This design comes from an exercise in tuning for small area and a short achievable clock period on the open sky130 flow, not from production work. Function was checked by simulation only, so behaviour that the tests miss may differ from the original. The flow treats the clock pin as an ideal source. Dropping or thinning the clock tree relies on that and would not hold on a real chip.

Setup of job 9793:
// decryptor
module decryptor #(
    parameter N = 3233,         
    parameter d = 2753          
)(
    input  wire         clk,
    input  wire         reset,
    input  wire [15:0]  encrypted_char,
    output reg  [7:0]   decrypted_char
);
clock: 40.0 ns
lec_check: 0
cap_margin: 20
core_margin: 2
core_utilization: 40
slew_margin: 20
standard.sh (not shown) runs the stock make flow with config.mk's settings and CLKGATE_MAP_FILE= SYNTH_SCRIPT=/design/flow/synth_recipe.tcl, a recipe that flattens the netlist after the stock synthesis.
==> flow/flow/run.sh <==
#!/bin/bash
# Own layout flow: the standard flow (standard.sh) with two changes:
#  * synthesis is the standard flow's script, but ABC maps with an area-oriented script (flow/area.abc)
#    instead of ORFS's delay-oriented one; registers are mapped exactly as before;
#  * ports are buffered with sky130_fd_sc_hd__buf_1 instead of the default buffer.
set -euo pipefail
W=$PWD
F=$W/flow
# ORFS synth.tcl with abc_args replaced right after the preamble that sets them
sed -e "s|^source \$::env(SCRIPTS_DIR)/synth_preamble.tcl\$|&\nset abc_args [list -script $F/area.abc {*}\$lib_args {*}\$lib_dont_use_args]|" \
    "$FLOW_HOME/scripts/synth.tcl" > "$W/own_synth.tcl"
grep -q "area.abc" "$W/own_synth.tcl"
sed -e "s|\$::env(SCRIPTS_DIR)/synth.tcl|$W/own_synth.tcl|" "$W/synth_recipe.tcl" > "$W/own_synth_recipe.tcl"
grep -q "own_synth.tcl" "$W/own_synth_recipe.tcl"
bash "$W/standard.sh" "SYNTH_SCRIPT=$W/own_synth_recipe.tcl" \
    "BUFFER_PORTS_ARGS=-buffer_cell sky130_fd_sc_hd__buf_1" finish > "$W/standard_make.log" 2>&1
==> flow/flow/area.abc <==
strash
&get -n
&deepsyn -T 20
&put
dch -f
map -a
topo
#### Input delta (job 7658 over job 9793)
-- flow/flow/run.sh --
<<< job 9793, line 4
#    instead of ORFS's delay-oriented one; registers are mapped exactly as before;
#  * ports are buffered with sky130_fd_sc_hd__buf_1 instead of the default buffer.
>>> job 7658, line 4
#    instead of ORFS's delay-oriented one; registers are mapped exactly as before;
#  * no full/half-adder extraction and no Kogge-Stone adder map in synthesis, so ABC sees and
#    optimises all of the logic;
#  * ports are buffered with sky130_fd_sc_hd__buf_1 instead of the default buffer.
<<< job 9793, line 14
grep -q "own_synth.tcl" "$W/own_synth_recipe.tcl"
bash "$W/standard.sh" "SYNTH_SCRIPT=$W/own_synth_recipe.tcl" \
    "BUFFER_PORTS_ARGS=-buffer_cell sky130_fd_sc_hd__buf_1" finish > "$W/standard_make.log" 2>&1
>>> job 7658, line 16
grep -q "own_synth.tcl" "$W/own_synth_recipe.tcl"
bash "$W/standard.sh" "SYNTH_SCRIPT=$W/own_synth_recipe.tcl" ADDER_MAP_FILE= SYNTH_OPERATIONS_ARGS=-booth \
    "BUFFER_PORTS_ARGS=-buffer_cell sky130_fd_sc_hd__buf_1" finish > "$W/standard_make.log" 2>&1
## What came out
Job 9793 → job 7658: non-clock buffer count dropped about 3.7%, sequential cell area fraction in the yosys report saw an increase, mean instance size in the synthesized netlist fell about 12%, die area dropped 17%. Relative to job 9793, via count has decreased by 13% in job 7658. Comparing count of multi-input gates for job 9793 and job 7658, the bigger number came from job 9793. The lower horizontal die dimension came out of job 7658. Relative to job 9793, peak per-stage delay on the critical path has increased by 30 ps in job 7658.
Setup changes, job 7658 to job 3990
Settings: putting CTS_CLUSTER_SIZE at 40 where nothing was set; putting CTS_BUF_LIST at sky130_fd_sc_hd__clkbuf_4 sky130_fd_sc_hd__clkbuf_8 where nothing was set.
==> flow/flow/run.sh <==
#!/bin/bash
# Own layout flow: the standard flow (standard.sh) with these changes:
#  * synthesis is the standard flow's script (registers are mapped exactly as there), but:
#    - no full/half-adder extraction and no Kogge-Stone adder map, so ABC sees all the logic;
#    - ABC maps the logic fed by encrypted_char with ORFS's delay-oriented script and the rest
#      with an area-oriented script (flow/abc_split.tcl, flow/area.abc);
#  * ports are buffered with sky130_fd_sc_hd__buf_1 instead of the default buffer.
# Usage: bash flow/run.sh [make target], default finish. Logs: standard_make.log, orfs/logs/.
set -euo pipefail
W=$PWD
F=$W/flow
sed -e "s|^  log_cmd abc {\*}\$abc_args\$|  set ::own_flow_dir $F\n  source $F/abc_split.tcl|" \
    "$FLOW_HOME/scripts/synth.tcl" > "$W/own_synth.tcl"
grep -q "abc_split.tcl" "$W/own_synth.tcl"
sed -e "s|\$::env(SCRIPTS_DIR)/synth.tcl|$W/own_synth.tcl|" "$W/synth_recipe.tcl" > "$W/own_synth_recipe.tcl"
grep -q "own_synth.tcl" "$W/own_synth_recipe.tcl"
bash "$W/standard.sh" "SYNTH_SCRIPT=$W/own_synth_recipe.tcl" ADDER_MAP_FILE= SYNTH_OPERATIONS_ARGS=-booth \
    "BUFFER_PORTS_ARGS=-buffer_cell sky130_fd_sc_hd__buf_1" ${1:-finish} > "$W/standard_make.log" 2>&1
==> flow/flow/abc_split.tcl (new file) <==
# Sourced by the own synthesis in place of ORFS's single ABC call.
# The logic fed by encrypted_char (the change detector and the state update, up to the first
# registers) is mapped with ORFS's own delay-oriented script and arguments; all other logic is
# mapped with the area-oriented script flow/area.abc.
set speed_args $abc_args
set area_args [list -script $::own_flow_dir/area.abc {*}$lib_args {*}$lib_dont_use_args]
select -set incone w:encrypted_char %co*:-sky130_fd_sc_hd__dfrtp_1:-sky130_fd_sc_hd__dfxtp_1
select -list @incone
log_cmd abc {*}$speed_args @incone
log_cmd abc {*}$area_args
==> flow/flow/area.abc <==
strash
&get -n
&deepsyn -T 20
&put
dch -f
amap
topo
==> results.txt <==
Job 3990 against job 7658: cell count of the worst reg-to-reg path rose 5.7%, worst hold slack fell 25 ps, full die area fell about 2.5%.
#### Input delta (job 5537 over job 3990)
Settings: clearing CTS_BUF_LIST, which used to be sky130_fd_sc_hd__clkbuf_4 sky130_fd_sc_hd__clkbuf_8; clearing CTS_CLUSTER_SIZE, which used to be 40.
==> flow/run.sh (new file) <==
#!/bin/bash
# synth_recipe.tcl (not shown) runs the flow's synth.tcl, then flattens the netlist and writes it again
# the make line also repeats each setting of config.mk as NAME=value (left out here)
make -C /OpenROAD-flow-scripts/flow DESIGN_CONFIG=/design/flow/config.mk WORK_HOME=/design/flow/orfs CLKGATE_MAP_FILE= SYNTH_SCRIPT=/design/flow/synth_recipe.tcl finish
removed: flow/flow/run.sh
removed: flow/flow/abc_split.tcl
removed: flow/flow/area.abc
removed: flow/standard.sh
## What came out
- Between job 5537 and job 3990, worst-case register-to-register setup slack is higher for job 3990, job 5537 comes in under that.
- For the global routing usage on met2, job 5537 came in 3.8 points lower than job 3990 did.
- Job 3990 → job 5537: detailed-route wire length on metal 1 higher, via count +779.
- Summary of the comparison: final clock period utilization by the worst path is higher in job 5537, relative to job 3990.
- Sequential fraction of the synthesis area delta for job 5537 relative to job 3990: 8.2 points lower
- In the metrics for job 5537 and job 3990, the one carrying the higher worst hold slack is job 3990.
- Of job 5537 and job 3990, the higher final-layout fill cell count belongs to job 5537.
- Job 5537 vs job 3990, transition time at the pin with the least slew margin went up by 390 ps.


run A:
Another version of the RTL of decryptor (not shown whole).
Size in the first run: ~40 flip-flops, ~26 I/O pins.
==> flow/config.mk <==
export PLATFORM = sky130hd
export DESIGN_NAME = decryptor
export DESIGN_NICKNAME = decryptor
export VERILOG_FILES = /design/flow/design.v
export SDC_FILE = /design/flow/constraint.sdc
export NUM_CORES = 4
export LEC_CHECK = 0
export CAP_MARGIN = 20
export CORE_MARGIN = 2
export CORE_UTILIZATION = 65
export SLEW_MARGIN = 20
==> flow/constraint.sdc <==
create_clock -name core_clock -period 40.0 [get_ports {clk}]
set_input_delay 8.0000 -clock core_clock [delete_from_list [all_inputs] [get_ports {clk}]]
set_output_delay 8.0000 -clock core_clock [all_outputs]
set_load 0.01 [all_outputs]
==> flow/flow/run.sh <==
#!/bin/bash
# Own layout flow: the standard flow (standard.sh) with these changes:
#  * synthesis is the standard flow's script (registers are mapped exactly as there), but:
#    - no full/half-adder extraction and no Kogge-Stone adder map, so ABC sees all the logic;
#    - ABC maps the logic from encrypted_char to the state register with ORFS's delay-oriented
#      script and the rest with an area-oriented script (flow/abc_split.tcl, flow/area.abc);
#  * ports are buffered with sky130_fd_sc_hd__buf_1 instead of the default buffer;
#  * after ORFS's CTS, the clock tree is rebuilt flat (flow/clock.tcl): the clock port drives
#    a few buffers of one type, each driving one group of registers (if OWN_SETUP_MARGIN is
#    set, gates on paths with less setup slack than that are then resized; not used here).
# Logs: standard_make.log and standard_make2.log (make), clock.log, and orfs/logs/.
set -euo pipefail
W=$PWD
F=$W/flow
sed -e "s|^  log_cmd abc {\*}\$abc_args\$|  set ::own_flow_dir $F\n  source $F/abc_split.tcl|" \
    "$FLOW_HOME/scripts/synth.tcl" > "$W/own_synth.tcl"
grep -q "abc_split.tcl" "$W/own_synth.tcl"
sed -e "s|\$::env(SCRIPTS_DIR)/synth.tcl|$W/own_synth.tcl|" "$W/synth_recipe.tcl" > "$W/own_synth_recipe.tcl"
grep -q "own_synth.tcl" "$W/own_synth_recipe.tcl"
STD=(bash "$W/standard.sh" "SYNTH_SCRIPT=$W/own_synth_recipe.tcl" ADDER_MAP_FILE= SYNTH_OPERATIONS_ARGS=-booth
     "BUFFER_PORTS_ARGS=-buffer_cell sky130_fd_sc_hd__buf_1")
"${STD[@]}" cts > "$W/standard_make.log" 2>&1
export RESULTS_DIR=$W/orfs/results/$FLOW_PLATFORM/decryptor/base
export PLATFORM_DIR=$FLOW_HOME/platforms/$FLOW_PLATFORM
export LIB_FILES=$PLATFORM_DIR/lib/sky130_fd_sc_hd__tt_025C_1v80.lib
export OWN_CLOCK_BUFFERS=2 OWN_CLOCK_CELL=sky130_fd_sc_hd__clkbuf_16
openroad -no_init -exit "$F/clock.tcl" > "$W/clock.log" 2>&1
"${STD[@]}" finish > "$W/standard_make2.log" 2>&1
==> flow/flow/area.abc <==
strash
&get -n
&deepsyn -T 20
&put
dch -f
amap
topo
==> flow/flow/clock.tcl <==
# Replaces the clock tree that ORFS's CTS built with a flat one: the clock port drives
# NBUF buffers directly, and each buffer drives the clock pins of one group of registers
# (registers grouped by position). All registers still get the clock through exactly one
# buffer of the same type, so their clock arrival times stay matched.
set nbuf $::env(OWN_CLOCK_BUFFERS)
set bufcell $::env(OWN_CLOCK_CELL)
read_liberty $::env(LIB_FILES)
read_db $::env(RESULTS_DIR)/4_cts.odb
read_sdc $::env(RESULTS_DIR)/4_cts.sdc
source $::env(PLATFORM_DIR)/setRC.tcl
set db [ord::get_db]
set block [ord::get_db_block]
set clk [$block findNet clk]
# registers' clock pins
set sinks {}
foreach inst [$block getInsts] {
  set m [$inst getMaster]
  if {[$m isSequential]} {
    foreach it [$inst getITerms] {
      if {[[$it getMTerm] getSigType] eq "CLOCK" || [[$it getMTerm] getName] eq "CLK"} { lappend sinks $it }
    }
  }
}
puts "clock sinks: [llength $sinks]"
# remove CTS's buffers and dummy loads, and their nets
set removed 0
foreach inst [$block getInsts] {
  set name [$inst getName]
  if {[string match clkbuf_* $name] || [string match clkload* $name]} {
    odb::dbInst_destroy $inst
    incr removed
  }
}
foreach net [$block getNets] {
  if {[string match clknet_* [$net getName]]} { odb::dbNet_destroy $net }
}
puts "removed $removed CTS cells"
# group sinks by x position
set keyed {}
foreach it $sinks {
  set bb [[$it getInst] getBBox]
  lappend keyed [list [expr {([$bb xMin] + [$bb xMax]) / 2}] [expr {([$bb yMin] + [$bb yMax]) / 2}] $it]
}
set keyed [lsort -integer -index 0 $keyed]
set n [llength $keyed]
set master [$db findMaster $bufcell]
for {set g 0} {$g < $nbuf} {incr g} {
  set lo [expr {$g * $n / $nbuf}]
  set hi [expr {($g + 1) * $n / $nbuf - 1}]
  set net [odb::dbNet_create $block clknet_flat_$g]
  $net setSigType CLOCK
  set buf [odb::dbInst_create $block $master clkbuf_flat_$g]
  [$buf findITerm A] connect $clk
  [$buf findITerm X] connect $net
  set sx 0; set sy 0
  foreach e [lrange $keyed $lo $hi] {
    lassign $e x y it
    $it disconnect
    $it connect $net
    incr sx $x; incr sy $y
  }
  set cnt [expr {$hi - $lo + 1}]
  $buf setLocation [expr {$sx / $cnt}] [expr {$sy / $cnt}]
  $buf setPlacementStatus PLACED
  puts "buffer $g: $cnt sinks"
}
detailed_placement
check_placement -verbose
set_propagated_clock [all_clocks]
estimate_parasitics -placement
# Resize gates (no buffering) on the paths whose setup slack is under OWN_SETUP_MARGIN ns.
# Only the design's own SDC is used; the margin just sets how far the sizing goes.
if {[info exists ::env(OWN_SETUP_MARGIN)]} {
  repair_timing -setup -setup_margin $::env(OWN_SETUP_MARGIN) -sequence "sizeup,swap" -verbose
  detailed_placement
  check_placement -verbose
  estimate_parasitics -placement
}
report_clock_latency
report_checks -path_delay max -group_path_count 3 -format end
report_checks -path_delay min -group_path_count 3 -format end
write_db $::env(RESULTS_DIR)/4_cts.odb
Other scripts of this flow, unchanged in this note and not shown: flow/flow/abc_split.tcl
Run A: PASS, flow complete, no timing, DRC or antenna violations
What run B does differently from run A at the input level:
Settings: a change of CORE_UTILIZATION from 65 to 40; an added CTS_CLUSTER_SIZE of 40; an added CTS_BUF_LIST of sky130_fd_sc_hd__clkbuf_4 sky130_fd_sc_hd__clkbuf_8.
==> flow/flow/area.abc <==
strash
&get -n
&deepsyn -T 20
&put
dch -f
amap
strash
dch -f
amap
topo
### Flow results
Result: PASS for each of run B and run A. met2 track demand over resource ended up 19 points lower on run B than on run A. Run B against run A: via count shows a reduction of 66. NOTE number of multi-input combinational cells in the layout run A->run B increased by a few percent. Delta (run B minus run A): clock latency at the later pin of the worst-skew pair now sits at about the same level, total routed wirelength now sits higher, area added between synthesis and finish moved up, post-synthesis cell area went down by 36 um^2, summed area of non-filler cells in the final layout increased by 24 um^2 relative to the old numbers.
Edits applied to the flow inputs when going from run B to run C:
diff --git a/flow/flow/run.sh b/flow/flow/run.sh
--- a/flow/flow/run.sh
+++ b/flow/flow/run.sh
@@ -7,6 +7,6 @@
 #  * ports are buffered with sky130_fd_sc_hd__buf_1 instead of the default buffer;
 #  * after ORFS's CTS, the clock tree is rebuilt flat (flow/clock.tcl): the clock port drives
-#    a few buffers of one type, each driving one group of registers (if OWN_SETUP_MARGIN is
-#    set, gates on paths with less setup slack than that are then resized; not used here).
+#    a few buffers of one type, each driving one group of registers; then gates on paths with
+#    less than OWN_SETUP_MARGIN ns of setup slack are resized.
 # Logs: standard_make.log and standard_make2.log (make), clock.log, and orfs/logs/.
 set -euo pipefail
==> flow/flow/area.abc <==
strash
&get -n
&deepsyn -T 20
&put
dch -f
amap
topo
==> comparison <==
For met3 demand-to-capacity share in global routing, run B and run C come out practically identical.
Run C vs. run B: via count increased by 22 relative to the old numbers, transition time at the pin with the least slew margin decreased by 0.083 ns relative to the old numbers, sequential share of the synthesized area decreased by 0.35 points relative to the old numbers, number of DRC markers in iteration 0 increased by 73 relative to the old numbers, synthesized area divided by synthesized cell count increased by about 2.2% relative to the old numbers.
Diff run C and run B: worst max-slew margin expressed relative to the limit higher in run C
Inputs modified between run C and run D:
diff --git a/flow/flow/run.sh b/flow/flow/run.sh
--- a/flow/flow/run.sh
+++ b/flow/flow/run.sh
@@ -7,6 +7,6 @@
 #  * ports are buffered with sky130_fd_sc_hd__buf_1 instead of the default buffer;
 #  * after ORFS's CTS, the clock tree is rebuilt flat (flow/clock.tcl): the clock port drives
-#    a few buffers of one type, each driving one group of registers; then gates on paths with
-#    less than OWN_SETUP_MARGIN ns of setup slack are resized.
+#    a few buffers of one type, each driving one group of registers (if OWN_SETUP_MARGIN is
+#    set, gates on paths with less setup slack than that are then resized).
 # Logs: standard_make.log and standard_make2.log (make), clock.log, and orfs/logs/.
 set -euo pipefail
@@ -24,5 +24,5 @@
 export PLATFORM_DIR=$FLOW_HOME/platforms/$FLOW_PLATFORM
 export LIB_FILES=$PLATFORM_DIR/lib/sky130_fd_sc_hd__tt_025C_1v80.lib
-export OWN_CLOCK_BUFFERS=2 OWN_CLOCK_CELL=sky130_fd_sc_hd__clkbuf_16
+export OWN_CLOCK_BUFFERS=2 OWN_CLOCK_CELL=sky130_fd_sc_hd__clkbuf_16 OWN_SETUP_MARGIN=31.28
 openroad -no_init -exit "$F/clock.tcl" > "$W/clock.log" 2>&1
 "${STD[@]}" finish > "$W/standard_make2.log" 2>&1
==> flow/flow/area.abc <==
strash
&get -n
&deepsyn -T 20
&put
dch -f
amap
strash
dch -f
amap
topo
==> results.txt <==
Comparing run D with run C, the total wire length after detailed routing came out essentially unchanged.
Across both runs, worst hold slack was higher for run D than for run C.
Summary of run D over run C: cell area reported after detailed placement decreased 1.1%, simple-gate share of the synthesized area increased 0.39 points, sequential share of layout area increased 0.16 points, synthesized cell count increased 1.1%.
Against run C, run D comes in 1 lower on maximum number of pins on one net before global-route repair.
Setup WNS run C -> run D: better
Maximum achievable frequency delta (run D -> run C): insignificant
Lower net count after synthesis goes to run C over run D.
| die footprint | run D vs run C | better |
No run of this note takes its clock network from TritonCTS; it comes from the design's own scripts or RTL.

re-timing with driven ports:
The results above use ideal ports. As a check the final layouts listed here were re-extracted and re-timed, cells and wires unchanged.
Step 1: set_driving_cell puts a clkbuf_16 on clk and a buf_2 on each other input, an assumption about the parent block.
Step 2 moves the port delays by t, midway between the first and last clock arrival at a register: inputs arrive t later, outputs are due t later. That takes back most of the time a late clock gives input paths.
Three values: no drivers, after step 1, after step 2; two values: the first two.
run	t (ns)	setup WS [ns]	worst setup path at the end
job 9793	0.317	31.180 / 31.151 / 30.983	input to register
job 7658	0.333	31.177 / 31.148 / 30.930	input to register
job 3990	0.314	31.186 / 31.160 / 31.103	input to register
job 5537	0.319	30.833 / 30.796 / 30.555	input to register
run A	0.189	31.046 / 31.067 / 30.878	input to register
run B	0.194	31.227 / 31.250 / 31.057	input to register
run C	0.191	31.254 / 31.283 / 31.092	input to register
run D	0.194	31.266 / 31.263 / 31.094	input to register
After both steps every run listed still meets setup and hold. For job 5537, which loses most, drivers alone change the setup slack by -0.037 ns; drivers and shift together by -0.278 ns.
